From an optimization exercise on the open Yosys and OpenROAD flow, aimed at small area, a short achievable clock period and few clock cycles; shortcuts taken in it are not production practice. The RTL was checked by simulation tests, not by an equivalence proof against the original design.

==> flow/design.v, too long to show whole: its modules and the start of the top module <==
// module DnCNN: 479 lines
// module dn_quant: 55 lines
// module dn_pe21: 278 lines
// module dn_pe22: 278 lines
// module dn_pe23: 278 lines
// module dn_qmul: 696 lines
module DnCNN (
    input wire clk,
    input wire rst_n,
    input wire compute_start,
    output reg compute_finish,
    input wire [31:0] scale_C1,
    input wire [31:0] scale_C2,
    input wire [31:0] scale_C3,
    input wire [31:0] scale_C4,
    input wire [31:0] scale_C5,
    input wire [31:0] scale_C6,
    input wire [31:0] scale_C7,
    output wire [ 3:0] sram_weight_wea0,
    output reg [15:0] sram_weight_addr0,
    output wire [31:0] sram_weight_wdata0,
    input wire [31:0] sram_weight_rdata0,
    output wire [ 3:0] sram_weight_wea1,
    output reg [15:0] sram_weight_addr1,
    output wire [31:0] sram_weight_wdata1,
    input wire [31:0] sram_weight_rdata1,
    output reg [ 3:0] sram_act_wea0,
    output reg [15:0] sram_act_addr0,
    output reg [31:0] sram_act_wdata0,
    input wire [31:0] sram_act_rdata0,
    output reg [ 3:0] sram_act_wea1,
    output reg [15:0] sram_act_addr1,
    output reg [31:0] sram_act_wdata1,
    input wire [31:0] sram_act_rdata1
);
  // ...
==> flow/flow/run.sh <==
#!/bin/bash
# The standard layout with two changes:
#  - synthesis runs the standard flow's synthesis script with Yosys's early ABC pass off
#    (synth -noabc), so that the hand-built carry-save trees reach full-adder
#    extraction as written; the result is used only if its flip-flops (names
#    and cell types) are exactly those of the standard synthesis, else the
#    standard synthesis is used;
#  - timing repair is asked to leave extra setup slack.
set -uo pipefail
RES=orfs/results/sky130hd/DnCNN/base
bash standard.sh WORK_HOME="$PWD/ref" synth > synth_ref.log 2>&1 || exit 1
bash standard.sh SYNTH_SCRIPT="$PWD/flow/synth_noabc.tcl" synth > synth_own.log 2>&1 || exit 1
python3 flow/ffs.py ref/results/sky130hd/DnCNN/base/1_2_yosys.v > ffs_ref.txt
python3 flow/ffs.py $RES/1_2_yosys.v > ffs_own.txt
if cmp -s ffs_ref.txt ffs_own.txt && [ -s ffs_ref.txt ]; then
  echo "own synthesis: same flip-flops as the standard one, using it" > synth_choice.log
else
  echo "own synthesis: flip-flops differ, using the standard synthesis" > synth_choice.log
  diff ffs_ref.txt ffs_own.txt | head -50 >> synth_choice.log
  rm -rf orfs
  bash standard.sh synth > synth_std.log 2>&1 || exit 1
fi
bash standard.sh SETUP_SLACK_MARGIN=7.8 finish > layout.log 2>&1
==> flow/flow/ffs.py <==
# Lists the flip-flops (instance name, cell type without drive strength) of a netlist.
import re, sys
txt = open(sys.argv[1]).read()
ffs = set()
for m in re.finditer(r'\b(sky130_fd_sc_hd__\w+)\s+(\\\S+|\S+)\s*\(', txt):
    cell, name = m.group(1), m.group(2)
    base = re.sub(r'_\d+$', '', cell)
    if re.match(r'sky130_fd_sc_hd__(e?dfx|dfr|dfs|dfb|sdf|sedf|df)', base):
        ffs.add(f"{name} {base}")
print("\n".join(sorted(ffs)))
==> flow/flow/synth_noabc.tcl <==
proc synth {args} { yosys synth -nofsm -noshare -noabc {*}$args }
source $::env(SCRIPTS_DIR)/synth.tcl
# left out here: clear keep_hierarchy, flatten, clean up, hide names made inside functions, write 1_2_yosys.v
==> flow/standard.sh <==
#!/bin/bash
# synth_recipe.tcl (not shown) runs the flow's synth.tcl, then flattens the netlist and writes it again
# the make line also repeats each setting of config.mk as NAME=value (left out here)
make -C /OpenROAD-flow-scripts/flow DESIGN_CONFIG=/design/flow/config.mk WORK_HOME=/design/flow/orfs CLKGATE_MAP_FILE= SYNTH_SCRIPT=/design/flow/synth_recipe.tcl "${@:-finish}"
==> flow/config.mk <==
export PLATFORM = sky130hd
export DESIGN_NAME = DnCNN
export DESIGN_NICKNAME = DnCNN
export VERILOG_FILES = /design/flow/design.v
export SDC_FILE = /design/flow/constraint.sdc
export NUM_CORES = 8
export LEC_CHECK = 0
export CAP_MARGIN = 40
export CORE_MARGIN = 2
export CORE_UTILIZATION = 40
export SLEW_MARGIN = 40
==> flow/constraint.sdc <==
create_clock -name core_clock -period 12.0 [get_ports {clk}]
set_input_delay 2.4000 -clock core_clock [delete_from_list [all_inputs] [get_ports {clk}]]
set_output_delay 2.4000 -clock core_clock [all_outputs]
set_load 0.01 [all_outputs]
==> out/results.tsv, run 1 <==
metric	value	unit
buffers	2459	
dr_total_vias	334000	
wl	2060000	µm
rr_startpoint	p_k[0]	
drcViolationCount	0	
clock_insertion_delay_worst_skew	1.29	ns
grt_use_met1	39.4	%
critPathBufInv	3	
crit-reg2reg-capture	NN11[12]	
ys_async_sr_fraction	1.10	%
finalCoreUtilization	47.2	%
max_cap_violations	0	
r2r_slack	7.53	ns
area_fraction_in_compound_gates_after_synthesis	10.8	%
drive_above_1_share	13.7	%
status	complete, no violations	
synth.yosys.warnings	2	
route.layer.met1.wl	699000	µm
fin_ws	7.53	ns
track_usage	34.6	%
first_pass_iters	13	
core_area	1130000	µm²
source_of_the_worst_hold_timing_path	r2s1[364]	
ys_seq_area_share	39.2	%
avgViaCountPerCell	6.15	
Testbench counts, summed over its fixed seeds: cycles 410,936.
==> module DnCNN, before the edit <==
module DnCNN (
    input wire clk,
    input wire rst_n,
    input wire compute_start,
    output reg compute_finish,
    input wire [31:0] scale_C1,
    input wire [31:0] scale_C2,
    input wire [31:0] scale_C3,
    input wire [31:0] scale_C4,
    input wire [31:0] scale_C5,
    input wire [31:0] scale_C6,
    input wire [31:0] scale_C7,
    output wire [ 3:0] sram_weight_wea0,
    output reg [15:0] sram_weight_addr0,
    output wire [31:0] sram_weight_wdata0,
    input wire [31:0] sram_weight_rdata0,
    output wire [ 3:0] sram_weight_wea1,
    output reg [15:0] sram_weight_addr1,
    output wire [31:0] sram_weight_wdata1,
    input wire [31:0] sram_weight_rdata1,
    output reg [ 3:0] sram_act_wea0,
    output reg [15:0] sram_act_addr0,
    output reg [31:0] sram_act_wdata0,
    input wire [31:0] sram_act_rdata0,
    output reg [ 3:0] sram_act_wea1,
    output reg [15:0] sram_act_addr1,
    output reg [31:0] sram_act_wdata1,
    input wire [31:0] sram_act_rdata1
);
localparam ROT_IDLE = 2'd0, ROT_PASS = 2'd1, ROT_WRITE = 2'd2;
assign sram_weight_wdata0 = 32'd0;
assign sram_weight_wdata1 = 32'd0;
assign sram_weight_wea0 = 4'd0;
assign sram_weight_wea1 = 4'd0;
function [11:0] benc8;           
    input [7:0] w;
    integer i;
    reg b2, b1, b0;
    begin
        for (i = 0; i < 4; i = i + 1) begin
            b2 = w[2*i+1];
            b1 = w[2*i];
            b0 = (i == 0) ? 1'b0 : w[2*i-1];
            benc8[3*i]   = b2 & ~(b1 & b0);
            benc8[3*i+1] = b1 ^ b0;
            benc8[3*i+2] = (b2 & ~b1 & ~b0) | (~b2 & b1 & b0);
        end
    end
endfunction
function [7:0] negs;             
    input [11:0] e;
    negs = {1'b0, e[9], 1'b0, e[6], 1'b0, e[3], 1'b0, e[0]};
endfunction
reg        run;                  
reg        init_rot;             
reg [1:0]  phi;                  
reg [1:0]  cur_type;
reg [2:0]  p_lay;
reg [4:0]  p_s;
reg [3:0]  p_c;
reg [1:0]  p_k;                  
reg        p_flush, p_last, p_clr0, p_clr1;
reg [2:0]  n_lay;
reg [2:0]  n_g;
reg [4:0]  n_s;
reg [3:0]  n_c;
reg [1:0]  n_k;
reg        n_flush, n_done;
reg [1:0]  nx_type;              
reg [4:0]  since_last;           
reg        ft_valid, ft_short, ft_final;
reg [2:0]  ft_lay, ft_g;
reg [4:0]  ft_row;
reg        pair_ready;
reg [7:0]  wt_hi;
reg [4:0]  wt_row;
reg        wt_final;
reg [31:0] bufA0, bufA1, bufA2, bufA3, bufB0, bufB1, bufB2, bufB3;
wire [2:0] n_ng1  = (n_lay == 3'd6) ? 3'd0 : 3'd7;
wire       n_islast = n_flush || ((n_lay == 3'd0) ? n_k == 2'd3 : n_c == 4'd15);
wire       n_first = n_c == 4'd0 && n_k == 2'd0;
reg [1:0] decide;
always @* begin
    if (!n_done && n_islast && since_last >= 5'd7) decide = ROT_PASS;
    else if (pair_ready) decide = ROT_WRITE;
    else if (n_done || n_islast) decide = ROT_IDLE;
    else decide = ROT_PASS;
end
wire [2:0] prev_lay = (n_g != 3'd0) ? n_lay : n_lay - 3'd1;
wire [2:0] prev_g   = (n_g != 3'd0) ? n_g - 3'd1 : 3'd7;
wire       prev_ok  = (n_g != 3'd0) || (n_lay != 3'd0);
wire start_pass = run && phi == 2'd3 && nx_type == ROT_PASS;
always @(posedge clk or negedge rst_n) begin
    if (!rst_n) begin
        run <= 1'b0; init_rot <= 1'b0; phi <= 2'd0;
        cur_type <= ROT_IDLE; nx_type <= ROT_IDLE;
        p_lay <= 3'd0; p_s <= 5'd0; p_c <= 4'd0; p_k <= 2'd0;
        p_flush <= 1'b0; p_last <= 1'b0; p_clr0 <= 1'b0; p_clr1 <= 1'b0;
        n_lay <= 3'd0; n_g <= 3'd0; n_s <= 5'd0; n_c <= 4'd0; n_k <= 2'd0; n_flush <= 1'b0; n_done <= 1'b0;
        since_last <= 5'd31;
        ft_valid <= 1'b0; ft_short <= 1'b0; ft_final <= 1'b0;
        ft_lay <= 3'd0; ft_g <= 3'd0; ft_row <= 5'd0;
    end else if (!run) begin
        phi <= 2'd0;
        cur_type <= ROT_IDLE; nx_type <= ROT_IDLE;
        if (compute_start) begin
            run <= 1'b1; init_rot <= 1'b1;
            n_lay <= 3'd0; n_g <= 3'd0; n_s <= 5'd0; n_c <= 4'd0; n_k <= 2'd0; n_flush <= 1'b0; n_done <= 1'b0;
            since_last <= 5'd31;
            ft_short <= 1'b0;
        end
    end else begin
        phi <= phi + 2'd1;
        if (phi == 2'd2) nx_type <= decide;
        if (phi == 2'd3) begin
            init_rot <= 1'b0;
            cur_type <= nx_type;
            if (start_pass && n_islast) since_last <= 5'd0;
            else if (since_last != 5'd31) since_last <= since_last + 5'd1;
            if (start_pass) begin
                p_lay <= n_lay; p_s <= n_s; p_c <= n_c; p_k <= n_k;
                p_flush <= n_flush; p_last <= n_islast;
                p_clr0 <= !n_flush && n_first;
                p_clr1 <= !n_flush && n_first && n_s == 5'd0;
                if (n_islast) begin
                    ft_final <= n_flush;
                    ft_short <= n_flush || (n_s != 5'd0 && n_lay == 3'd6);
                    if (n_flush) begin
                        ft_valid <= 1'b1; ft_lay <= 3'd6; ft_g <= 3'd0; ft_row <= 5'd31;
                    end else if (n_s != 5'd0) begin
                        ft_valid <= 1'b1; ft_lay <= n_lay; ft_g <= n_g; ft_row <= n_s - 5'd1;
                    end else begin
                        ft_valid <= prev_ok; ft_lay <= prev_lay; ft_g <= prev_g; ft_row <= 5'd31;
                    end
                end
                if (n_flush) n_done <= 1'b1;
                else if (n_lay == 3'd0 && n_k != 2'd3) n_k <= n_k + 2'd1;
                else if (n_lay != 3'd0 && n_c != 4'd15) n_c <= n_c + 4'd1;
                else begin
                    n_c <= 4'd0; n_k <= 2'd0;
                    if (n_s != 5'd31) n_s <= n_s + 5'd1;
                    else begin
                        n_s <= 5'd0;
                        if (n_g != n_ng1) n_g <= n_g + 3'd1;
                        else begin
                            n_g <= 3'd0;
                            if (n_lay != 3'd6) n_lay <= n_lay + 3'd1;
                            else n_flush <= 1'b1;
                        end
                    end
                end
            end
        end
        if (compute_finish) run <= 1'b0;
    end
end
reg  [15:0] wbn;
wire [2:0]  n_lm1 = n_lay - 3'd1;
wire [15:0] wb_l = (n_lay == 3'd0) ? 16'd0 : 16'd48 + {6'd0, n_lm1, 8'd0} + {5'd0, n_lm1, 9'd0};
wire [15:0] wb_g = (n_lay == 3'd0) ? {10'd0, n_g, 1'b0} + {11'd0, n_g, 2'b0} : {7'd0, n_g, 5'd0} + {6'd0, n_g, 6'd0};
wire [15:0] wb_c = {12'd0, n_c} + {11'd0, n_c, 1'b0};
wire [15:0] wbn_off = (n_lay == 3'd0) ? 16'd3 : 16'd48;
always @(posedge clk) wbn <= wb_l + wb_g + wb_c;
wire fetch = run && (init_rot || cur_type == ROT_PASS);
reg [1:0] wcap;                  
reg       wcap_v;
reg [1:0] wreq;
reg       wreq_v;
always @(posedge clk or negedge rst_n) begin
    if (!rst_n) begin
        wreq_v <= 1'b0; wreq <= 2'd0; wcap_v <= 1'b0; wcap <= 2'd0;
    end else begin
        wreq_v <= 1'b0;
        if (fetch && phi == 2'd1) begin
            wreq_v <= 1'b1; wreq <= 2'd0;
        end else if (wreq_v && wreq != 2'd2) begin
            wreq_v <= 1'b1; wreq <= wreq + 2'd1;
        end
        wcap_v <= wreq_v; wcap <= wreq;
    end
end
always @(posedge clk) begin
    if (fetch && phi == 2'd1) begin
        sram_weight_addr0 <= wbn; sram_weight_addr1 <= wbn + wbn_off;
    end else if (wreq_v && wreq != 2'd2) begin
        sram_weight_addr0 <= sram_weight_addr0 + 16'd1; sram_weight_addr1 <= sram_weight_addr1 + 16'd1;
    end
end
reg [23:0] W00, W01, W02, W10, W11, W12;       
always @(posedge clk) begin
    if (wcap_v) begin
        case (wcap)
            2'd0: begin W00 <= sram_weight_rdata0[23:0]; W10 <= sram_weight_rdata1[23:0]; end
            2'd1: begin W01 <= sram_weight_rdata0[23:0]; W11 <= sram_weight_rdata1[23:0]; end
            default: begin W02 <= sram_weight_rdata0[23:0]; W12 <= sram_weight_rdata1[23:0]; end
        endcase
    end
end
function [23:0] wx;              
    input [23:0] w;
    input [1:0]  mode;           
    case (mode)
        2'd0: wx = w;
        2'd1: wx = ~w;
        default: wx = 24'h020202;
    endcase
endfunction
function [35:0] erow;
    input [23:0] w;
    erow = {benc8(w[23:16]), benc8(w[15:8]), benc8(w[7:0])};
endfunction
function [22:0] nnrow;
    input [35:0] e;
    reg [7:0] n;
    begin
        n = negs(e[11:0]) + negs(e[23:12]) + negs(e[35:24]);
        nnrow = {15'd0, n} - {7'd0, n, 8'd0};
    end
endfunction
wire [1:0] wmode = (p_k == 2'd0) ? 2'd0 : (p_k == 2'd3) ? 2'd2 : 2'd1;
wire [35:0] e00 = erow(wx(W00, wmode));
wire [35:0] e01 = erow(wx(W10, wmode));
wire [35:0] e10 = erow(wx(W01, wmode));
wire [35:0] e11 = erow(wx(W11, wmode));
wire [35:0] e20 = erow(wx(W02, wmode));
wire [35:0] e21 = erow(wx(W12, wmode));
wire [22:0] nn00 = nnrow(e00), nn01 = nnrow(e01), nn10 = nnrow(e10), nn11 = nnrow(e11), nn20 = nnrow(e20), nn21 = nnrow(e21);
reg [35:0] E00, E01, E10, E11, E20, E21;
reg [20:0] NN00, NN01;
reg [21:0] NN10, NN11;
reg [22:0] NN20, NN21;
always @(posedge clk) begin
    if (run && cur_type == ROT_PASS && phi == 2'd2) begin
        E00 <= e00; NN00 <= nn00[20:0];
        E01 <= e01; NN01 <= nn01[20:0];
        E10 <= e10; NN10 <= nn10[21:0];
        E11 <= e11; NN11 <= nn11[21:0];
        if (p_s == 5'd0) begin
            E20 <= 36'd0; NN20 <= 23'd0; E21 <= 36'd0; NN21 <= 23'd0;
        end else begin
            E20 <= e20; NN20 <= nn20;
            E21 <= e21; NN21 <= nn21;
        end
    end
end
reg        c0_v, c1_v, c2_v, c3_v, c4_v;
reg [1:0]  c0_j, c1_j, c2_j, c3_j, c4_j;
reg        c0_last, c1_last, c2_last, c3_last, c4_last;
reg        c0_clr0, c1_clr0, c2_clr0, c3_clr0, c4_clr0;
reg        c0_clr1, c1_clr1, c2_clr1, c3_clr1, c4_clr1;
reg        c0_hi, c1_hi, c2_hi;      
reg        wr_final;
wire [7:0] n_rdhi = (n_lay == 3'd0) ? 8'd0 : {1'b0, n_lay - 3'd1, 4'd0} + 8'd1 + {4'd0, n_c};
wire [7:0] p_rdhi = (p_lay == 3'd0) ? 8'd0 : {1'b0, p_lay - 3'd1, 4'd0} + 8'd1 + {4'd0, p_c};
wire [1:0] nt  = (phi == 2'd3) ? nx_type : cur_type;
wire [1:0] nj  = phi + 2'd1;
always @(posedge clk or negedge rst_n) begin
    if (!rst_n) begin
        sram_act_wea0 <= 4'd0; sram_act_wea1 <= 4'd0;
        c0_v <= 1'b0; c0_j <= 2'd0; c0_last <= 1'b0; c0_clr0 <= 1'b0; c0_clr1 <= 1'b0; c0_hi <= 1'b0;
        compute_finish <= 1'b0;
        pair_ready <= 1'b0;
        wr_final <= 1'b0;
    end else begin
        sram_act_wea0 <= 4'd0; sram_act_wea1 <= 4'd0;
        c0_v <= 1'b0; c0_j <= nj; c0_last <= 1'b0; c0_clr0 <= 1'b0; c0_clr1 <= 1'b0; c0_hi <= 1'b0;
        compute_finish <= 1'b0;
        if (run && nt == ROT_PASS) begin
            if (phi == 2'd3) begin
                c0_v <= !n_flush; c0_last <= n_islast;
                c0_clr0 <= !n_flush && n_first;
                c0_clr1 <= !n_flush && n_first && n_s == 5'd0;
                c0_hi <= n_k != 2'd0;
            end else begin
                c0_v <= !p_flush; c0_last <= p_last; c0_clr0 <= p_clr0; c0_clr1 <= p_clr1;
                c0_hi <= p_k != 2'd0;
            end
        end else if (run && nt == ROT_WRITE) begin
            sram_act_wea0 <= 4'hf; sram_act_wea1 <= wt_short ? 4'h0 : 4'hf;
            if (phi == 2'd3) pair_ready <= 1'b0;
        end
        if (run && cur_type == ROT_WRITE && phi == 2'd3 && wt_final) compute_finish <= 1'b1;
        if (q_pair) pair_ready <= 1'b1;
    end
end
always @(posedge clk) begin
    if (run && nt == ROT_PASS) begin
        if (phi == 2'd3) begin
            sram_act_addr0 <= {n_rdhi, n_s, 2'd0, 1'b0};
            sram_act_addr1 <= {n_rdhi, n_s, 2'd0, 1'b1};
        end else begin
            sram_act_addr0 <= {p_rdhi, p_s, nj, 1'b0};
            sram_act_addr1 <= {p_rdhi, p_s, nj, 1'b1};
        end
    end else if (run && nt == ROT_WRITE) begin
        sram_act_addr0 <= {wt_hi, wt_row, nj, wt_h};
        sram_act_addr1 <= {wt_hi1, wt_row, nj, wt_h};
        case (nj)
            2'd0: begin sram_act_wdata0 <= bufA0; sram_act_wdata1 <= bufB0; end
            2'd1: begin sram_act_wdata0 <= bufA1; sram_act_wdata1 <= bufB1; end
            2'd2: begin sram_act_wdata0 <= bufA2; sram_act_wdata1 <= bufB2; end
            default: begin sram_act_wdata0 <= bufA3; sram_act_wdata1 <= bufB3; end
        endcase
    end
end
always @(posedge clk) begin
    c1_v <= c0_v; c1_j <= c0_j; c1_last <= c0_last; c1_clr0 <= c0_clr0; c1_clr1 <= c0_clr1; c1_hi <= c0_hi;
    c2_v <= c1_v; c2_j <= c1_j; c2_last <= c1_last; c2_clr0 <= c1_clr0; c2_clr1 <= c1_clr1; c2_hi <= c1_hi;
    c3_v <= c2_v; c3_j <= c2_j; c3_last <= c2_last; c3_clr0 <= c2_clr0; c3_clr1 <= c2_clr1;
    c4_v <= c3_v; c4_j <= c3_j; c4_last <= c3_last; c4_clr0 <= c3_clr0; c4_clr1 <= c3_clr1;
end
function [6:0] ax;               
    input [7:0] b;
    input       hi;
    ax = hi ? {b[7], 6'd0} : b[6:0];
endfunction
reg [63:0] in_r;                 
reg [55:0] cur_r;                
reg [6:0]  lb_r, rb_r;           
wire [55:0] in_x;
genvar gb;
generate
    for (gb = 0; gb < 8; gb = gb + 1) begin : g_ax
        assign in_x[7*gb+6:7*gb] = ax(in_r[8*gb+7:8*gb], c2_hi);
    end
endgenerate
always @(posedge clk) begin
    in_r  <= {sram_act_rdata1, sram_act_rdata0};
    rb_r  <= (c1_v && c1_j != 2'd0) ? ax(sram_act_rdata0[7:0], c1_hi) : 7'd0;
    cur_r <= c2_v ? in_x : 56'd0;
    lb_r  <= (c2_v && c2_j != 2'd0) ? cur_r[55:49] : 7'd0;
end
wire [69:0] av = {rb_r, cur_r, lb_r};    
reg [20:0] ND00, ND01;
reg [21:0] ND10, ND11;
reg [22:0] ND20, ND21;
always @(posedge clk) begin
    ND00 <= NN00; ND01 <= NN01; ND10 <= NN10; ND11 <= NN11; ND20 <= NN20; ND21 <= NN21;
end
reg [335:0] r0s0, r0s1, r0s2;
reg [351:0] r1s0, r1s1, r1s2;
reg [367:0] r2s0, r2s1, r2s2;
reg [367:0] ds0, ds1, ds2, ds3;
wire [335:0] sum0;
wire [351:0] sum1, sum1x;
wire [367:0] sum2, sum2x;
genvar gf, gi;
generate
    for (gf = 0; gf < 2; gf = gf + 1) begin : g_fil
        for (gi = 0; gi < 8; gi = gi + 1) begin : g_col
            localparam integer V = 8 * gf + gi;
            wire [6:0] x0 = av[7*gi+6:7*gi], x1 = av[7*gi+13:7*gi+7], x2 = av[7*gi+20:7*gi+14];
            wire [20:0] ts0, tc0;
            wire [21:0] ts1, tc1;
            wire [22:0] ts2, tc2;
            reg  [20:0] s0, k0;
            reg  [21:0] s1, k1;
            reg  [22:0] s2, k2;
            dn_pe21 pe0 (.a0(x0), .a1(x1), .a2(x2),
                         .e0(gf ? E01[11:0] : E00[11:0]), .e1(gf ? E01[23:12] : E00[23:12]), .e2(gf ? E01[35:24] : E00[35:24]),
                         .acc(r0s2[21*V+20:21*V]), .s(ts0), .c(tc0));
            dn_pe22 pe1 (.a0(x0), .a1(x1), .a2(x2),
                         .e0(gf ? E11[11:0] : E10[11:0]), .e1(gf ? E11[23:12] : E10[23:12]), .e2(gf ? E11[35:24] : E10[35:24]),
                         .acc(r1s2[22*V+21:22*V]), .s(ts1), .c(tc1));
            dn_pe23 pe2 (.a0(x0), .a1(x1), .a2(x2),
                         .e0(gf ? E21[11:0] : E20[11:0]), .e1(gf ? E21[23:12] : E20[23:12]), .e2(gf ? E21[35:24] : E20[35:24]),
                         .acc(r2s2[23*V+22:23*V]), .s(ts2), .c(tc2));
            always @(posedge clk) begin
                s0 <= ts0; k0 <= tc0;
                s1 <= ts1; k1 <= tc1;
                s2 <= ts2; k2 <= tc2;
            end
            assign sum0[21*V+20:21*V] = s0 + k0 + (gf ? ND01 : ND00);
            assign sum1[22*V+21:22*V] = s1 + k1 + (gf ? ND11 : ND10);
            assign sum2[23*V+22:23*V] = s2 + k2 + (gf ? ND21 : ND20);
            assign sum1x[22*V+21:22*V] = {sum0[21*V+20], sum0[21*V+20:21*V]};
            assign sum2x[23*V+22:23*V] = {sum1[22*V+21], sum1[22*V+21:22*V]};
        end
    end
endgenerate
always @(posedge clk) begin
    r0s0 <= sum0;
    r1s0 <= c4_last ? sum1x : sum1;
    r2s0 <= c4_last ? sum2x : sum2;
    ds0  <= c4_last ? sum2 : ds3;
    r0s1 <= r0s0; r0s2 <= c2_clr0 ? 336'd0 : r0s1;
    r1s1 <= r1s0; r1s2 <= c2_clr1 ? 352'd0 : r1s1;
    r2s1 <= r2s0; r2s2 <= r2s1;
    ds1  <= ds0;  ds2  <= ds1;  ds3  <= ds2;
end
reg        dr_on;
reg [4:0]  dt;
reg        d_short, d_final, d_relu;
reg [2:0]  d_lay, d_g;
reg [4:0]  d_row;
reg [31:0] scale_q;
wire drain_start = c4_last && c4_j == 2'd3;
always @(posedge clk or negedge rst_n) begin
    if (!rst_n) begin
        dr_on <= 1'b0; dt <= 5'd0;
    end else begin
        if (drain_start && ft_valid && run) begin
            dr_on <= 1'b1; dt <= 5'd0;
        end else if (dr_on) begin
            dt <= dt + 5'd1;
            if (dt == 5'd31) dr_on <= 1'b0;
        end
    end
end
always @(posedge clk) begin
    if (drain_start) begin
        d_short <= ft_short; d_final <= ft_final; d_lay <= ft_lay; d_g <= ft_g; d_row <= ft_row;
        d_relu <= ft_lay != 3'd6;
        case (ft_lay)
            3'd0: scale_q <= scale_C1;
            3'd1: scale_q <= scale_C2;
            3'd2: scale_q <= scale_C3;
            3'd3: scale_q <= scale_C4;
            3'd4: scale_q <= scale_C5;
            3'd5: scale_q <= scale_C6;
            default: scale_q <= scale_C7;
        endcase
    end
end
reg        qv1, qv2, qv3, qv4;
reg [4:0]  qt1, qt2, qt3, qt4;
reg        qr2, qr3;
always @(posedge clk or negedge rst_n) begin
    if (!rst_n) begin
        qv1 <= 1'b0; qv2 <= 1'b0; qv3 <= 1'b0; qv4 <= 1'b0;
    end else begin
        qv1 <= dr_on; qv2 <= qv1; qv3 <= qv2; qv4 <= qv3;
    end
end
always @(posedge clk) begin
    qt1 <= dt; qt2 <= qt1; qt3 <= qt2; qt4 <= qt3;
    qr2 <= d_relu; qr3 <= qr2;
end
wire [7:0]   qbA, qbB;
wire [127:0] blkA, blkB;
dn_quant quA (.clk(clk), .x(ds3[183:0]), .sel(dt[4:2]), .scale(scale_q), .relu(qr3), .q(qbA));
dn_quant quB (.clk(clk), .x(ds3[367:184]), .sel(dt[4:2]), .scale(scale_q), .relu(qr3), .q(qbB));
reg [119:0] wsrA, wsrB;
assign blkA = {qbA, wsrA};
assign blkB = {qbB, wsrB};
wire q_pair = qv4 && qt4[3:0] == 4'd15;
reg [2:0] q_lay, q_g;
reg [4:0] q_row;
reg       q_final, q_short;
reg [7:0] wt_hi1;
reg       wt_h, wt_short;
always @(posedge clk) begin
    if (qv4 && qt4 == 5'd0) begin
        q_lay <= d_lay; q_g <= d_g; q_row <= d_row; q_final <= d_final; q_short <= d_short;
    end
end
always @(posedge clk) begin
    if (qv4) begin
        wsrA <= blkA[127:8];
        wsrB <= blkB[127:8];
        if (qt4[3:0] == 4'd15) begin
            bufA0 <= {blkA[8*12+7:8*12], blkA[8*8+7:8*8], blkA[8*4+7:8*4], blkA[8*0+7:8*0]};
            bufA1 <= {blkA[8*13+7:8*13], blkA[8*9+7:8*9], blkA[8*5+7:8*5], blkA[8*1+7:8*1]};
            bufA2 <= {blkA[8*14+7:8*14], blkA[8*10+7:8*10], blkA[8*6+7:8*6], blkA[8*2+7:8*2]};
            bufA3 <= {blkA[8*15+7:8*15], blkA[8*11+7:8*11], blkA[8*7+7:8*7], blkA[8*3+7:8*3]};
            bufB0 <= {blkB[8*12+7:8*12], blkB[8*8+7:8*8], blkB[8*4+7:8*4], blkB[8*0+7:8*0]};
            bufB1 <= {blkB[8*13+7:8*13], blkB[8*9+7:8*9], blkB[8*5+7:8*5], blkB[8*1+7:8*1]};
            bufB2 <= {blkB[8*14+7:8*14], blkB[8*10+7:8*10], blkB[8*6+7:8*6], blkB[8*2+7:8*2]};
            bufB3 <= {blkB[8*15+7:8*15], blkB[8*11+7:8*11], blkB[8*7+7:8*7], blkB[8*3+7:8*3]};
            wt_hi  <= {1'b0, q_lay, 4'd0} + 8'd1 + {4'd0, q_g, 1'b0};
            wt_hi1 <= {1'b0, q_lay, 4'd0} + 8'd2 + {4'd0, q_g, 1'b0};
            wt_row <= q_row;
            wt_h <= qt4[4];
            wt_short <= q_short;
            wt_final <= q_final && qt4[4];
        end
    end
end
endmodule
==> module dn_quant, before the edit <==
module dn_quant (
    input  wire         clk,
    input  wire [183:0] x,
    input  wire [2:0]   sel,
    input  wire [31:0]  scale,
    input  wire         relu,
    output reg  [7:0]   q
);
function [35:0] benc23;
    input [22:0] v;
    integer i;
    reg b2, b1, b0;
    reg [23:0] ve;
    begin
        ve = {v[22], v};
        for (i = 0; i < 12; i = i + 1) begin
            b2 = ve[2*i+1];
            b1 = ve[2*i];
            b0 = (i == 0) ? 1'b0 : ve[2*i-1];
            benc23[3*i]   = b2 & ~(b1 & b0);
            benc23[3*i+1] = b1 ^ b0;
            benc23[3*i+2] = (b2 & ~b1 & ~b0) | (~b2 & b1 & b0);
        end
    end
endfunction
reg  [22:0] xs;
always @* begin
    case (sel)
        3'd0: xs = x[23*0+22:23*0];
        3'd1: xs = x[23*1+22:23*1];
        3'd2: xs = x[23*2+22:23*2];
        3'd3: xs = x[23*3+22:23*3];
        3'd4: xs = x[23*4+22:23*4];
        3'd5: xs = x[23*5+22:23*5];
        3'd6: xs = x[23*6+22:23*6];
        default: xs = x[23*7+22:23*7];
    endcase
end
reg  [35:0] e;
reg  [31:0] ps, pc;
reg  [15:0] h;
wire [31:0] ms, mc;
dn_qmul m (.e(e), .y(scale), .s(ms), .c(mc));
wire [31:0] p = ps + pc;
wire signed [15:0] hs = h;
always @(posedge clk) begin
    e <= benc23(xs);
    ps <= ms; pc <= mc;
    h <= p[31:16];
    if (hs > 16'sd127) q <= 8'd127;
    else if (hs < -16'sd128) q <= relu ? 8'd0 : 8'h80;
    else if (hs[15] && relu) q <= 8'd0;
    else q <= h[7:0];
end
endmodule
==> run 2, diff against run 1 <==
--- a/flow/design.v
+++ b/flow/design.v
@@ -72,9 +72,5 @@
 reg [2:0]  ft_lay, ft_g;
 reg [4:0]  ft_row;
-reg        pair_ready;
-reg [7:0]  wt_hi;
-reg [4:0]  wt_row;
-reg        wt_final;
-reg [31:0] bufA0, bufA1, bufA2, bufA3, bufB0, bufB1, bufB2, bufB3;
+reg [10:0] wmap;
 wire [2:0] n_ng1  = (n_lay == 3'd6) ? 3'd0 : 3'd7;
 wire       n_islast = n_flush || ((n_lay == 3'd0) ? n_k == 2'd3 : n_c == 4'd15);
@@ -82,7 +78,6 @@
 reg [1:0] decide;
 always @* begin
-    if (!n_done && n_islast && since_last >= 5'd7) decide = ROT_PASS;
-    else if (pair_ready) decide = ROT_WRITE;
-    else if (n_done || n_islast) decide = ROT_IDLE;
+    if (wmap[1]) decide = ROT_WRITE;
+    else if (n_done || (n_islast && since_last < 5'd7)) decide = ROT_IDLE;
     else decide = ROT_PASS;
 end
@@ -91,4 +86,5 @@
 wire       prev_ok  = (n_g != 3'd0) || (n_lay != 3'd0);
 wire start_pass = run && phi == 2'd3 && nx_type == ROT_PASS;
+wire fill_ok = n_flush || n_s != 5'd0 || prev_ok;      
 always @(posedge clk or negedge rst_n) begin
     if (!rst_n) begin
@@ -98,5 +94,5 @@
         p_flush <= 1'b0; p_last <= 1'b0; p_clr0 <= 1'b0; p_clr1 <= 1'b0;
         n_lay <= 3'd0; n_g <= 3'd0; n_s <= 5'd0; n_c <= 4'd0; n_k <= 2'd0; n_flush <= 1'b0; n_done <= 1'b0;
-        since_last <= 5'd31;
+        since_last <= 5'd31; wmap <= 11'd0;
         ft_valid <= 1'b0; ft_short <= 1'b0; ft_final <= 1'b0;
         ft_lay <= 3'd0; ft_g <= 3'd0; ft_row <= 5'd0;
@@ -107,5 +103,5 @@
             run <= 1'b1; init_rot <= 1'b1;
             n_lay <= 3'd0; n_g <= 3'd0; n_s <= 5'd0; n_c <= 4'd0; n_k <= 2'd0; n_flush <= 1'b0; n_done <= 1'b0;
-            since_last <= 5'd31;
+            since_last <= 5'd31; wmap <= 11'd0;
             ft_short <= 1'b0;
         end
@@ -118,4 +114,5 @@
             if (start_pass && n_islast) since_last <= 5'd0;
             else if (since_last != 5'd31) since_last <= since_last + 5'd1;
+            wmap <= {1'b0, wmap[10:1]} | ((start_pass && n_islast && fill_ok) ? 11'b10001000000 : 11'd0);
             if (start_pass) begin
                 p_lay <= n_lay; p_s <= n_s; p_c <= n_c; p_k <= n_k;
@@ -126,10 +123,11 @@
                     ft_final <= n_flush;
                     ft_short <= n_flush || (n_s != 5'd0 && n_lay == 3'd6);
+                    ft_valid <= fill_ok;
                     if (n_flush) begin
-                        ft_valid <= 1'b1; ft_lay <= 3'd6; ft_g <= 3'd0; ft_row <= 5'd31;
+                        ft_lay <= 3'd6; ft_g <= 3'd0; ft_row <= 5'd31;
                     end else if (n_s != 5'd0) begin
-                        ft_valid <= 1'b1; ft_lay <= n_lay; ft_g <= n_g; ft_row <= n_s - 5'd1;
+                        ft_lay <= n_lay; ft_g <= n_g; ft_row <= n_s - 5'd1;
                     end else begin
-                        ft_valid <= prev_ok; ft_lay <= prev_lay; ft_g <= prev_g; ft_row <= 5'd31;
+                        ft_lay <= prev_lay; ft_g <= prev_g; ft_row <= 5'd31;
                     end
                 end
@@ -260,5 +258,4 @@
         c0_v <= 1'b0; c0_j <= 2'd0; c0_last <= 1'b0; c0_clr0 <= 1'b0; c0_clr1 <= 1'b0; c0_hi <= 1'b0;
         compute_finish <= 1'b0;
-        pair_ready <= 1'b0;
         wr_final <= 1'b0;
     end else begin
@@ -276,10 +273,10 @@
                 c0_hi <= p_k != 2'd0;
             end
-        end else if (run && nt == ROT_WRITE) begin
-            sram_act_wea0 <= 4'hf; sram_act_wea1 <= wt_short ? 4'h0 : 4'hf;
-            if (phi == 2'd3) pair_ready <= 1'b0;
         end
-        if (run && cur_type == ROT_WRITE && phi == 2'd3 && wt_final) compute_finish <= 1'b1;
-        if (q_pair) pair_ready <= 1'b1;
+        if (q_word) begin
+            sram_act_wea0 <= 4'hf; sram_act_wea1 <= q_short ? 4'h0 : 4'hf;
+        end
+        wr_final <= q_word && q_final && qt3 == 5'd31;
+        compute_finish <= wr_final;
     end
 end
@@ -293,13 +290,9 @@
             sram_act_addr1 <= {p_rdhi, p_s, nj, 1'b1};
         end
-    end else if (run && nt == ROT_WRITE) begin
-        sram_act_addr0 <= {wt_hi, wt_row, nj, wt_h};
-        sram_act_addr1 <= {wt_hi1, wt_row, nj, wt_h};
-        case (nj)
-            2'd0: begin sram_act_wdata0 <= bufA0; sram_act_wdata1 <= bufB0; end
-            2'd1: begin sram_act_wdata0 <= bufA1; sram_act_wdata1 <= bufB1; end
-            2'd2: begin sram_act_wdata0 <= bufA2; sram_act_wdata1 <= bufB2; end
-            default: begin sram_act_wdata0 <= bufA3; sram_act_wdata1 <= bufB3; end
-        endcase
+    end else if (q_word) begin
+        sram_act_addr0 <= {q_hi, q_row, qt3[1:0], qt3[4]};
+        sram_act_addr1 <= {q_hi + 8'd1, q_row, qt3[1:0], qt3[4]};
+        sram_act_wdata0 <= {blkA[8*15+7:8*15], blkA[8*11+7:8*11], blkA[8*7+7:8*7], blkA[8*3+7:8*3]};
+        sram_act_wdata1 <= {blkB[8*15+7:8*15], blkB[8*11+7:8*11], blkB[8*7+7:8*7], blkB[8*3+7:8*3]};
     end
 end
@@ -423,56 +416,40 @@
     end
 end
-reg        qv1, qv2, qv3, qv4;
-reg [4:0]  qt1, qt2, qt3, qt4;
-reg        qr2, qr3;
+reg        qv1, qv2, qv3;
+reg [4:0]  qt1, qt2, qt3;
+reg        qr2;
 always @(posedge clk or negedge rst_n) begin
     if (!rst_n) begin
-        qv1 <= 1'b0; qv2 <= 1'b0; qv3 <= 1'b0; qv4 <= 1'b0;
+        qv1 <= 1'b0; qv2 <= 1'b0; qv3 <= 1'b0;
     end else begin
-        qv1 <= dr_on; qv2 <= qv1; qv3 <= qv2; qv4 <= qv3;
+        qv1 <= dr_on; qv2 <= qv1; qv3 <= qv2;
     end
 end
 always @(posedge clk) begin
-    qt1 <= dt; qt2 <= qt1; qt3 <= qt2; qt4 <= qt3;
-    qr2 <= d_relu; qr3 <= qr2;
+    qt1 <= dt; qt2 <= qt1; qt3 <= qt2;
+    qr2 <= d_relu;
 end
 wire [7:0]   qbA, qbB;
 wire [127:0] blkA, blkB;
-dn_quant quA (.clk(clk), .x(ds3[183:0]), .sel(dt[4:2]), .scale(scale_q), .relu(qr3), .q(qbA));
-dn_quant quB (.clk(clk), .x(ds3[367:184]), .sel(dt[4:2]), .scale(scale_q), .relu(qr3), .q(qbB));
+dn_quant quA (.clk(clk), .x(ds3[183:0]), .sel(dt[4:2]), .scale(scale_q), .relu(qr2), .q(qbA));
+dn_quant quB (.clk(clk), .x(ds3[367:184]), .sel(dt[4:2]), .scale(scale_q), .relu(qr2), .q(qbB));
 reg [119:0] wsrA, wsrB;
 assign blkA = {qbA, wsrA};
 assign blkB = {qbB, wsrB};
-wire q_pair = qv4 && qt4[3:0] == 4'd15;
+always @(posedge clk) begin
+    if (qv3) begin
+        wsrA <= blkA[127:8];
+        wsrB <= blkB[127:8];
+    end
+end
+wire q_word = qv3 && qt3[3:2] == 2'd3;
 reg [2:0] q_lay, q_g;
 reg [4:0] q_row;
 reg       q_final, q_short;
-reg [7:0] wt_hi1;
-reg       wt_h, wt_short;
+reg [7:0] q_hi;
 always @(posedge clk) begin
-    if (qv4 && qt4 == 5'd0) begin
+    if (qv3 && qt3 == 5'd0) begin
         q_lay <= d_lay; q_g <= d_g; q_row <= d_row; q_final <= d_final; q_short <= d_short;
-    end
-end
-always @(posedge clk) begin
-    if (qv4) begin
-        wsrA <= blkA[127:8];
-        wsrB <= blkB[127:8];
-        if (qt4[3:0] == 4'd15) begin
-            bufA0 <= {blkA[8*12+7:8*12], blkA[8*8+7:8*8], blkA[8*4+7:8*4], blkA[8*0+7:8*0]};
-            bufA1 <= {blkA[8*13+7:8*13], blkA[8*9+7:8*9], blkA[8*5+7:8*5], blkA[8*1+7:8*1]};
-            bufA2 <= {blkA[8*14+7:8*14], blkA[8*10+7:8*10], blkA[8*6+7:8*6], blkA[8*2+7:8*2]};
-            bufA3 <= {blkA[8*15+7:8*15], blkA[8*11+7:8*11], blkA[8*7+7:8*7], blkA[8*3+7:8*3]};
-            bufB0 <= {blkB[8*12+7:8*12], blkB[8*8+7:8*8], blkB[8*4+7:8*4], blkB[8*0+7:8*0]};
-            bufB1 <= {blkB[8*13+7:8*13], blkB[8*9+7:8*9], blkB[8*5+7:8*5], blkB[8*1+7:8*1]};
-            bufB2 <= {blkB[8*14+7:8*14], blkB[8*10+7:8*10], blkB[8*6+7:8*6], blkB[8*2+7:8*2]};
-            bufB3 <= {blkB[8*15+7:8*15], blkB[8*11+7:8*11], blkB[8*7+7:8*7], blkB[8*3+7:8*3]};
-            wt_hi  <= {1'b0, q_lay, 4'd0} + 8'd1 + {4'd0, q_g, 1'b0};
-            wt_hi1 <= {1'b0, q_lay, 4'd0} + 8'd2 + {4'd0, q_g, 1'b0};
-            wt_row <= q_row;
-            wt_h <= qt4[4];
-            wt_short <= q_short;
-            wt_final <= q_final && qt4[4];
-        end
+        q_hi <= {1'b0, d_lay, 4'd0} + 8'd1 + {4'd0, d_g, 1'b0};
     end
 end
@@ -518,17 +495,15 @@
 reg  [35:0] e;
 reg  [31:0] ps, pc;
-reg  [15:0] h;
 wire [31:0] ms, mc;
 dn_qmul m (.e(e), .y(scale), .s(ms), .c(mc));
 wire [31:0] p = ps + pc;
-wire signed [15:0] hs = h;
+wire signed [15:0] hs = p[31:16];
 always @(posedge clk) begin
     e <= benc23(xs);
     ps <= ms; pc <= mc;
-    h <= p[31:16];
     if (hs > 16'sd127) q <= 8'd127;
     else if (hs < -16'sd128) q <= relu ? 8'd0 : 8'h80;
     else if (hs[15] && relu) q <= 8'd0;
-    else q <= h[7:0];
+    else q <= p[23:16];
 end
 endmodule
--- a/flow/config.mk
+++ b/flow/config.mk
@@ -9,3 +9,5 @@
 export CORE_MARGIN = 2
 export CORE_UTILIZATION = 40
+export CTS_CLUSTER_DIAMETER = 120
+export CTS_CLUSTER_SIZE = 16
 export SLEW_MARGIN = 40
==> out/results.tsv, run 2 <==
metric	value	unit	change
status	complete, no violations		
synth_mux_area_share	2.11	%	
detailedRoute.firstIterationViolations	44600		
grt_setup_unrepaired	true		
cp.depth	9		
deepest_level_of_the_cts_h_tree	6		
drive_above_1_share	11.7	%	-2.0 points
startpoint_to_endpoint_class_of_the_critical_path	reg2reg		
placed_cell_area	463000	µm²	
largest_family_of_logic_cells_by_synthesized_area	adder cells		
synthToLayoutAreaGrowth	14.0	%	
initial_core_utilization	40.1	%	
cts.path.max_buffers	5		
fmax	223	MHz	
finalInstanceArea	502000	µm²	
finalSetupTns	0	ns	
synth.cell_area	440000	µm²	
max_cap_violations	0		unchanged
synthDistinctLibCells	102		
critical_path.slowest_cell	fa_1		
endpoint_kind	flop		
synth-seq-cells	7884		
crit_path_start_kind	flop		
wl	1970000	µm	-4.5%
avgViaCountPerCell	6.16		+0.25%
timing.final.setup_violations	0		
r2r_slack	7.51	ns	-0.02 ns
synth_top_cell_by_area	dfxtp_1		
post_synthesis_average_cell_area	11.8	µm²	
synth.yosys.warnings	2		unchanged
dr_total_vias	322000		-3.3%
cts_inserted_buffers	584		
track_usage	33.7	%	-0.84 points
synthesis.instances	37300		
overall_die_width	1050	µm	
drcViolationCount	0		unchanged
worst_ep_arrival_time	5.49	ns	
finalCoreUtilization	45.7	%	-1.5 points
critPathBufInv	2		-1
area_fraction_in_compound_gates_after_synthesis	10.8	%	+0.035 points
timing.reg2reg.worst_path_depth	9		
grt_start_max_net_pins	135		
placement.io_buffers	475		
core_area	1100000	µm²	-2.6%
top_level_ports	564		
worstSetupEndpoint	g_fil[1].g_col[3].s2[12]		
initial_antenna_violation_count	221		
timing.critical_path.required	12.99	ns	
crit-reg2reg-capture	g_fil[1].g_col[3].s2[12]		
clock_insertion_delay_worst_skew	1.21	ns	-0.08 ns
dpl.hpwl	1200000	µm	
critPathMaxFanout	50		
max_slew.worst_pin.slew	1.24	ns	
finalNetCount	44600		
holdCritPathClass	reg2reg		
grt_first_pass_wirelength	2620000	µm	
synth_xor_xnor_area_share	12.4	%	
crit_path_max_incr_delay	0.55	ns	
avgRoutedWirePerCell	37.7	µm	
number_of_nets_still_failing_antenna_checks_after_routing	0		
first_pass_iters	10		-3
first_global_vias	326000		
worst_hold_path.num_cells	0		
overall_die_area	1110000	µm²	
fp-row-count	385		
path_delay_family	adder cells		
finalClockSkew	0.122	ns	
post_synth_edffs	828		
clkSlewWorstSetupHoldPaths	0.08	ns	
clkSinkCount	7884		
synth_area_leaders	dfxtp_1, fa_1, xnor2_1, a22oi_1, edfxtp_1		
cpMostUsedCell	fa_1		
mostFrequentLayoutCells	dfxtp_1, xnor2_1, fa_1, a22oi_1, nand2_1		
ys_seq_area_share	37.9	%	-1.3 points
period_share	37.4	%	
clock_tree_from_tritoncts	done		
post_synth_most_frequent_cells	dfxtp_1, xnor2_1, fa_1		
ys_async_sr_fraction	1.27	%	+0.16 points
finalHoldViolations	0		
timing.final.max_slew_violations	0		
top_cell_type_s_share_of_synthesized_area	31.7	%	
post_synth_fa_ha_maj_area_fraction	28.4	%	
cp-startpoint	cur_r[18]		
max_slew_margin	17.1	%	
mostFrequentLayoutCell	dfxtp_1		
post_synthesis_simple_gate_area_fraction	5.37	%	
holdWs	0.280	ns	
post_layout_minimum_cycle_time	4.49	ns	
rr_startpoint	cur_r[18]		
cts_hold_repair.buffers	0		
cell_with_the_most_instances_after_synthesis	dfxtp_1		
overflow	0		
finalWeightedCongestion	0.960		
clockRootBuffer	clkbuf_16		
synth_top_flop_cell	dfxtp_1		
worstPathCellList	buf_12, buf_16, a22oi_1, xnor2_1, fa_1, fa_1, fa_1, fa_1, fa_1		
die_h	1050	µm	
-- run 2: worst min path at each step --
stage / from / end
finish: r2s1[179] / r2s2[179]
global route: r1s0[222] / r1s1[222]
CTS: r2s1[179] / r2s2[179]
detailed placement: ds0[130] / ds1[130]
global placement: r0s0[62] / r0s1[62]
floorplan: c1_clr0 / c2_clr0
-- run 2: per-layer routing --
layer / track usage (%) / wire, µm / vias to the layer above
li1: - / - / 126000
met3: 13.1 / 273000 / 7747
met5: 0.696 / 2630 / -
met2: 46.5 / 774000 / 25400
met1: 40.3 / 688000 / 163000
met4: 30.6 / 233000 / 76
-- run 2: stage by stage --
stage                     setup slack (ns)  instances
final                                 7.51      52300
after global routing                  7.60      52100
after CTS                             7.63      51600
after detailed placement              6.38      50300
after global placement                6.20      50300
after floorplan                       7.90      37300
-- run 2: layout make-up --
| class | instances | area [µm²] |
|---|---|---|
| Antenna cell | 279 | 698 |
| Clock buffer | 701 | 15200 |
| Clock inverter | 83 | 1460 |
| Fill cell | 99000 | 596000 |
| Inverter | 361 | 1370 |
| Multi-Input combinational cell | 26000 | 267000 |
| Sequential cell | 7884 | 167000 |
| Tap cell | 14500 | 18200 |
| Timing Repair Buffer | 2445 | 31100 |
-- run 2: repair_timing --
action | in CTS | in global routing
setup buffers | 406 | 359
cloned | 62 | 90
hold endpoints to repair | 0 | 0
resized for setup | 1785 | 778
setup endpoints to repair | 2012 | 932
pin swaps | 134 | 264
-- run 2: kinds of logic after synthesis --
group / Yosys count
AO/OA/AOI/OAI: 6863
AND/OR/NAND/NOR: 5085
adder cells (fa/ha/maj): 6949
buffers and inverters: 3407
other: 1
multiplexers: 825
flip-flops: 7884
XOR/XNOR: 6241
Testbench counts of run 2, summed over its fixed seeds: cycles 410,888.
==> run 3, diff against run 2 <==
--- a/flow/config.mk
+++ b/flow/config.mk
@@ -8,5 +8,5 @@
 export CAP_MARGIN = 40
 export CORE_MARGIN = 2
-export CORE_UTILIZATION = 40
+export CORE_UTILIZATION = 50
 export CTS_CLUSTER_DIAMETER = 120
 export CTS_CLUSTER_SIZE = 16
==> out/results.tsv, run 3 <==
metric	value	unit	change
status	complete, no violations		
post_synth_edffs	828		unchanged
first_global_vias	319000		-2.2%
wl	1820000	µm	-7.4%
placement.io_buffers	475		unchanged
synth_top_cell_by_area	dfxtp_1		
finalInstanceArea	493000	µm²	-1.6%
synthDistinctLibCells	102		unchanged
r2r_slack	7.71	ns	+0.20 ns
top_cell_type_s_share_of_synthesized_area	31.7	%	unchanged
critPathMaxFanout	3		-94%
number_of_nets_still_failing_antenna_checks_after_routing	0		unchanged
drive_above_1_share	11.0	%	-0.65 points
post_synthesis_simple_gate_area_fraction	5.37	%	unchanged
multiInputGateArea	266000	µm²	-0.19%
initial_core_utilization	50.1	%	+10 points
fmax	226	MHz	+1.5%
largest_family_of_logic_cells_by_synthesized_area	adder cells		
timing.critical_path.required	9.60	ns	-3.39 ns
crit_path_start_kind	flop		
sequential_cell_area	167000	µm²	about the same
detailedRoute.firstIterationViolations	39500		-11%
cts_hold_repair.buffers	0		unchanged
synthToLayoutAreaGrowth	12.2	%	
synth.cell_area	440000	µm²	unchanged
dr_total_vias	311000		-3.4%
top_level_ports	564		unchanged
dpl.hpwl	1120000	µm	-6.4%
startpoint_to_endpoint_class_of_the_critical_path	reg2out		
cts_inserted_buffers	567		-2.9%
post_synth_most_frequent_cells	dfxtp_1, xnor2_1, fa_1		
synth_xor_xnor_area_share	12.4	%	unchanged
grt_setup_unrepaired	true		
timing.final.max_slew_violations	0		unchanged
fin_ws	7.57	ns	+0.0659 ns
cell_with_the_most_instances_after_synthesis	dfxtp_1		
synth.yosys.warnings	2		unchanged
fp-row-count	344		-11%
ys_async_sr_fraction	1.27	%	unchanged
avgRoutedWirePerCell	37.2	µm	-1.2%
first_pass_iters	9		-1
initial_antenna_violation_count	118		-47%
overflow	0		unchanged
clkSinkCount	7884		unchanged
preCtsSetupSlack	6.25	ns	-0.134 ns
clock_tree_from_tritoncts	done		
placed_cell_area	459000	µm²	-0.93%
rr_startpoint	ND01[19]		
post_synth_fa_ha_maj_area_fraction	28.4	%	unchanged
clockRootBuffer	clkbuf_16		
finalClockSkew	0.100	ns	-0.0213 ns
track_usage	39.5	%	+5.8 points
post_synthesis_average_cell_area	11.8	µm²	unchanged
endpoint_kind	primary output		
area_fraction_in_compound_gates_after_synthesis	10.8	%	unchanged
overall_die_area	887000	µm²	-20%
synth_top_flop_cell	dfxtp_1		
overall_die_width	942	µm	-11%
ys_seq_area_share	37.9	%	unchanged
drcViolationCount	0		unchanged
synth_area_leaders	dfxtp_1, fa_1, xnor2_1, a22oi_1, edfxtp_1		
deepest_level_of_the_cts_h_tree	6		unchanged
die_h	942	µm	-11%
period_share	36.9	%	-0.55 points
mostFrequentLayoutCells	dfxtp_1, xnor2_1, fa_1, a22oi_1, nand2_1		
cp-startpoint	sram_act_wea1[2]		
fillerInstances	72400		-27%
mostFrequentLayoutCell	dfxtp_1		
synthesis.instances	37300		unchanged
max_slew_margin	29.7	%	+13 points
max_cap_violations	0		unchanged
grt_start_max_net_pins	143		+5.9%
clock_insertion_delay_worst_skew	1.31	ns	+0.10 ns
max_slew.worst_pin.slew	1.05	ns	-0.192 ns
source_of_the_worst_hold_timing_path	r2s0[279]		
holdCritPathClass	reg2reg		
finalHoldViolations	0		unchanged
finalSetupTns	0	ns	unchanged
avgViaCountPerCell	6.35		+3.0%
worst_ep_arrival_time	2.03	ns	-3.46 ns
finalNetCount	44400		-0.48%
timing.final.setup_violations	0		unchanged
clkSlewWorstSetupHoldPaths	0.08	ns	about the same
finalWeightedCongestion	0.962		+0.17%
post_layout_minimum_cycle_time	4.43	ns	-0.0659 ns
layoutNonFillerInstCount	49100		-6.2%
core_area	877000	µm²	-20%
cts.path.max_buffers	4		-1
synth_mux_area_share	2.11	%	unchanged
place.detailed.instances	47300		-6.0%
synth-seq-cells	7884		unchanged
grt_first_pass_wirelength	2470000	µm	-5.8%
run 3: worst max-delay path, cell delays in order (launching register included):
cell and delay [ns]:
dfrtp_2 0.44, buf_6 0.14, buf_6 0.10, buf_6 0.11
run 3: what timing repair did:
item,in CTS,in global routing
pin swaps,109,175
endpoints found under the setup margin,1863,888
buffers inserted,401,289
resized for setup,1667,728
gates cloned,61,57
run 3: layer usage:
| layer | up-vias | track usage (%) | wire, µm |
|---|---|---|---|
| li1 | 125000 | - | - |
| met1 | 158000 | 47.7 | 640000 |
| met2 | 22100 | 55.6 | 737000 |
| met3 | 6174 | 12.5 | 225000 |
| met4 | 30 | 37.3 | 222000 |
| met5 | - | 0.261 | 293 |
run 3: cell type report:
type                            instances  area share [%]
Clock inverter                         67           0.271
Clock buffer                          691            2.99
Sequential cell                      7884            33.9
Multi-Input combinational cell      26000            53.9
Timing Repair Buffer                 2249            5.66
Tap cell                            11600            2.94
Inverter                              361           0.277
Antenna cell                          183          0.0928
run 3: cells by family (layout without fill, tap and decap cells):
group,Yosys count,count (layout)
AO/OA/AOI/OAI,6863,6863
XOR/XNOR,6241,6241
adder cells (fa/ha/maj),6949,6949
buffers and inverters,3407,3368
flip-flops,7884,7884
multiplexers,825,825
other,1,255
AND/OR/NAND/NOR,5085,5085
run 3: path summary, 6_finish.rpt:
| path | cells after the start | end |
|---|---|---|
| worst min register to register | 0 | r2s1[279] |
| worst max-delay path | 3 | sram_act_wea1[0] |
| min in group asynchronous | 1 | p_s[0] |
| worst min-delay path | 0 | r2s1[279] |
| max in group asynchronous | 2 | wcap_v |
| worst max register to register | 10 | r1s0[306] |
run 3: per-stage QoR:
stage               util, %  hold slack, ns
finish                 56.3           0.264
global route           56.2           0.243
CTS                    55.3           0.237
detailed placement     52.3           0.312
global placement       52.0           0.310
floorplan                 -           0.310
==> run 4, diff against run 3 <==
--- a/flow/config.mk
+++ b/flow/config.mk
@@ -8,5 +8,5 @@
 export CAP_MARGIN = 40
 export CORE_MARGIN = 2
-export CORE_UTILIZATION = 50
+export CORE_UTILIZATION = 58
 export CTS_CLUSTER_DIAMETER = 120
 export CTS_CLUSTER_SIZE = 16
==> out/results.tsv, run 4 <==
metric	value	unit	change
synthToLayoutAreaGrowth	12.0	%	
die_h	875	µm	-7.1%
deepest_level_of_the_cts_h_tree	6		unchanged
finalNetCount	44400		+0.068%
rr_startpoint	ND10[8]		
grt_first_pass_wirelength	2480000	µm	+0.72%
top_level_ports	564		unchanged
overflow	0		unchanged
drive_above_1_share	11.2	%	+0.15 points
dpl.hpwl	1120000	µm	-0.31%
crit_path_start_kind	flop		
finalHoldViolations	0		unchanged
ys_seq_area_share	37.9	%	unchanged
detailedRoute.firstIterationViolations	43000		+8.9%
holdCritPathClass	reg2reg		
max_slew_margin	30.7	%	+0.99 points
number_of_nets_still_failing_antenna_checks_after_routing	0		unchanged
fmax	231	MHz	+2.5%
synth_top_cell_by_area	dfxtp_1		
source_of_the_worst_hold_timing_path	ds1[165]		
max_slew.worst_pin.slew	1.03	ns	-0.0147 ns
first_pass_iters	10		+1
synth_top_flop_cell	dfxtp_1		
max_cap_violations	0		unchanged
clockRootBuffer	clkbuf_16		
wl	1860000	µm	+1.7%
timing.reg2reg.worst_path_depth	14		+4
crit_path_max_incr_delay	0.45	ns	about the same
first_global_vias	320000		+0.49%
fp-row-count	319		-7.3%
avgRoutedWirePerCell	39.0	µm	+4.8%
crit-reg2reg-capture	r2s0[90]		
placement.io_buffers	475		unchanged
top_cell_type_s_share_of_synthesized_area	31.7	%	unchanged
initial_antenna_violation_count	139		+18%
place.detailed.instances	45800		-3.1%
grt_setup_unrepaired	true		
clock_insertion_delay_worst_skew	1.25	ns	-0.06 ns
core_area	755000	µm²	-14%
critical_path.slowest_cell	dfxtp_4		
grt_start_max_net_pins	116		-19%
timing.final.setup_violations	0		unchanged
post_synthesis_average_cell_area	11.8	µm²	unchanged
post_synth_edffs	828		unchanged
critPathMaxFanout	7		+4
overall_die_area	765000	µm²	-14%
synthDistinctLibCells	102		unchanged
post_layout_minimum_cycle_time	4.32	ns	-0.107 ns
period_share	36.0	%	-0.89 points
dr_total_vias	317000		+1.9%
endpoint_kind	flop		
finalInstanceArea	493000	µm²	-0.19%
worst_hold_path.num_cells	0		unchanged
synth-seq-cells	7884		unchanged
synthesis.instances	37300		unchanged
drcViolationCount	0		unchanged
fin_ws	7.68	ns	+0.107 ns
layoutNonFillerInstCount	47600		-3.0%
ys_async_sr_fraction	1.27	%	unchanged
clock_tree_from_tritoncts	done		
timing.final.max_slew_violations	0		unchanged
cts.path.max_buffers	4		unchanged
worst_hold_path.endpoint	ds2[165]		
preCtsSetupSlack	6.44	ns	+0.193 ns
placed_cell_area	457000	µm²	-0.34%
finalWeightedCongestion	0.974		+1.2%
cts_hold_repair.buffers	0		unchanged
startpoint_to_endpoint_class_of_the_critical_path	reg2reg		
track_usage	46.3	%	+6.9 points
post_synth_most_frequent_cells	dfxtp_1, xnor2_1, fa_1		
synth_area_leaders	dfxtp_1, fa_1, xnor2_1, a22oi_1, edfxtp_1		
clkSlewWorstSetupHoldPaths	0.10	ns	+0.02 ns
mostFrequentLayoutCell	dfxtp_1		
r2r_slack	7.68	ns	-0.03 ns
worst_ep_arrival_time	5.39	ns	+3.36 ns
worstPathCellList	buf_4, fa_1, ha_1, fa_2, a21o_1, a21oi_4, o21ai_2, nand3_4, nand4_1, a41o_2, a31oi_4, xnor2_4, or2_2, o21ai_0		
cts_inserted_buffers	564		-0.53%
overall_die_width	875	µm	-7.1%
cell_with_the_most_instances_after_synthesis	dfxtp_1		
status	complete, no violations		
initial_core_utilization	58.2	%	+8.1 points
avgViaCountPerCell	6.67		+5.0%
finalSetupTns	0	ns	unchanged
synth.cell_area	440000	µm²	unchanged
finalClockSkew	0.114	ns	+0.0138 ns
timing.critical_path.required	13.07	ns	+3.47 ns
clkSinkCount	7884		unchanged
synth.yosys.warnings	2		unchanged
mostFrequentLayoutCells	dfxtp_1, xnor2_1, fa_1, a22oi_1, nand2_1		
[run 4: changes by cell type in the layout (fill, tap and decap cells not counted), moves of 15 or more]
| cell | change |
|---|---|
| buf_12 | +27 |
| a21oi_1 | -15 |
| xor2_1 | +17 |
| clkbuf_16 | +23 |
| bufbuf_16 | -17 |
| buf_6 | +20 |
| buf_8 | -23 |
| xnor2_4 | +16 |
| buf_4 | -15 |
| clkbuf_1 | +18 |
| diode_2 | -22 |
| xnor2_2 | -26 |
| xor2_2 | -16 |
[run 4: stage by stage]
| stage | utilization, % | hold slack [ns] |
|---|---|---|
| after floorplan | - | 0.310 |
| after global placement | 60.2 | 0.310 |
| after detailed placement | 60.5 | 0.312 |
| after CTS | 64.0 | 0.249 |
| after global routing | 65.2 | 0.277 |
| final | 65.2 | 0.263 |
[run 4: cell type report]
cell class | instances | area (µm²)
flip-flops and latches | 7884 | 167000
diodes | 161 | 403
inverters | 361 | 1370
fillers | 58000 | 263000
clock inverters | 61 | 1220
clock buffers | 708 | 14800
multi-input cells | 26000 | 266000
repair buffers | 2282 | 28700
well taps | 10100 | 12700
[run 4: timing repair]
action / CTS / global route
endpoints found under the setup margin: 1811 / 824
gates cloned: 46 / 83
pin swaps: 101 / 190
resized for setup: 1638 / 879
endpoints found under the hold margin: 0 / 0
buffers inserted: 383 / 311
[run 4: layer usage]
| layer | GRT usage (%) | share of wire [%] |
|---|---|---|
| met5 | 0.868 | 0.070 |
| met4 | 45.2 | 13 |
| met3 | 16.8 | 14 |
| met2 | 63.1 | 39 |
| met1 | 56.0 | 34 |
[run 4: cell families after synthesis]
group	count (synthesis)	synth area share, %
compound gates	6863	10.8
xor+xnor	6241	12.4
fa+ha+maj	6949	28.4
buf+inv	3407	2.98
flops	7884	37.9
mux	825	2.11
other cells	1	0.000853
simple gates	5085	5.37
[run 4: worst max-delay path by stage]
stage / endpoint / cells after the start / from
6_report: r2s0[90] / 14 / ND10[8]
5_1_grt: sram_act_addr1[3] / 2 / sram_act_addr0[3]
4_1_cts: sram_act_addr1[3] / 2 / sram_act_addr0[3]
3_5_place_dp: g_fil[1].g_col[7].k1[7] / 9 / cur_r[55]
3_3_place_gp: g_fil[1].g_col[7].k1[7] / 9 / cur_r[55]
2_1_floorplan: wbn[13] / 19 / n_lay[0]
[run 4: worst max-delay path: cells and delay by family, from the launching register on]
kind	cells	cell delay (ns)
simple gates	3	0.74
flops	1	0.45
fa+ha+maj	3	1.12
buf+inv	1	0.18
compound gates	6	1.38
xor+xnor	1	0.23

## static timing again, ports no longer ideal
Ports are ideal in the flow. The routed layouts listed here were re-timed in OpenROAD.
Step 1 (the two cells are an assumption about what drives the block):
set clk [get_ports {clk}]
set_driving_cell -lib_cell sky130_fd_sc_hd__clkbuf_16 $clk
set_driving_cell -lib_cell sky130_fd_sc_hd__buf_2 [delete_from_list [all_inputs] $clk]
Step 2, shift: input delay + t, output delay - t, t = (earliest + latest rising clock arrival at the registers) / 2. This alone moves slack from input paths to output paths.
Slacks: no drivers / after step 1 / after step 2; pairs: no drivers / after step 1.
run | t (ns) | slack for setup (ns) | latest minus earliest clock arrival (ns)
run 1 | 1.385 | 7.528 / 7.470 / 7.378 | 0.151 / 0.151
run 2 | 1.308 | 7.506 / 7.506 / 7.184 | 0.168 / 0.168
run 3 | 1.365 | 7.572 / 7.455 / 7.388 | 0.118 / 0.117
run 4 | 1.351 | 7.679 / 7.551 / 7.318 | 0.125 / 0.124
After both steps setup and hold are still met in every run listed. The setup slack of run 4, which loses most, moves by -0.128 ns with the drivers and by -0.361 ns with both steps.
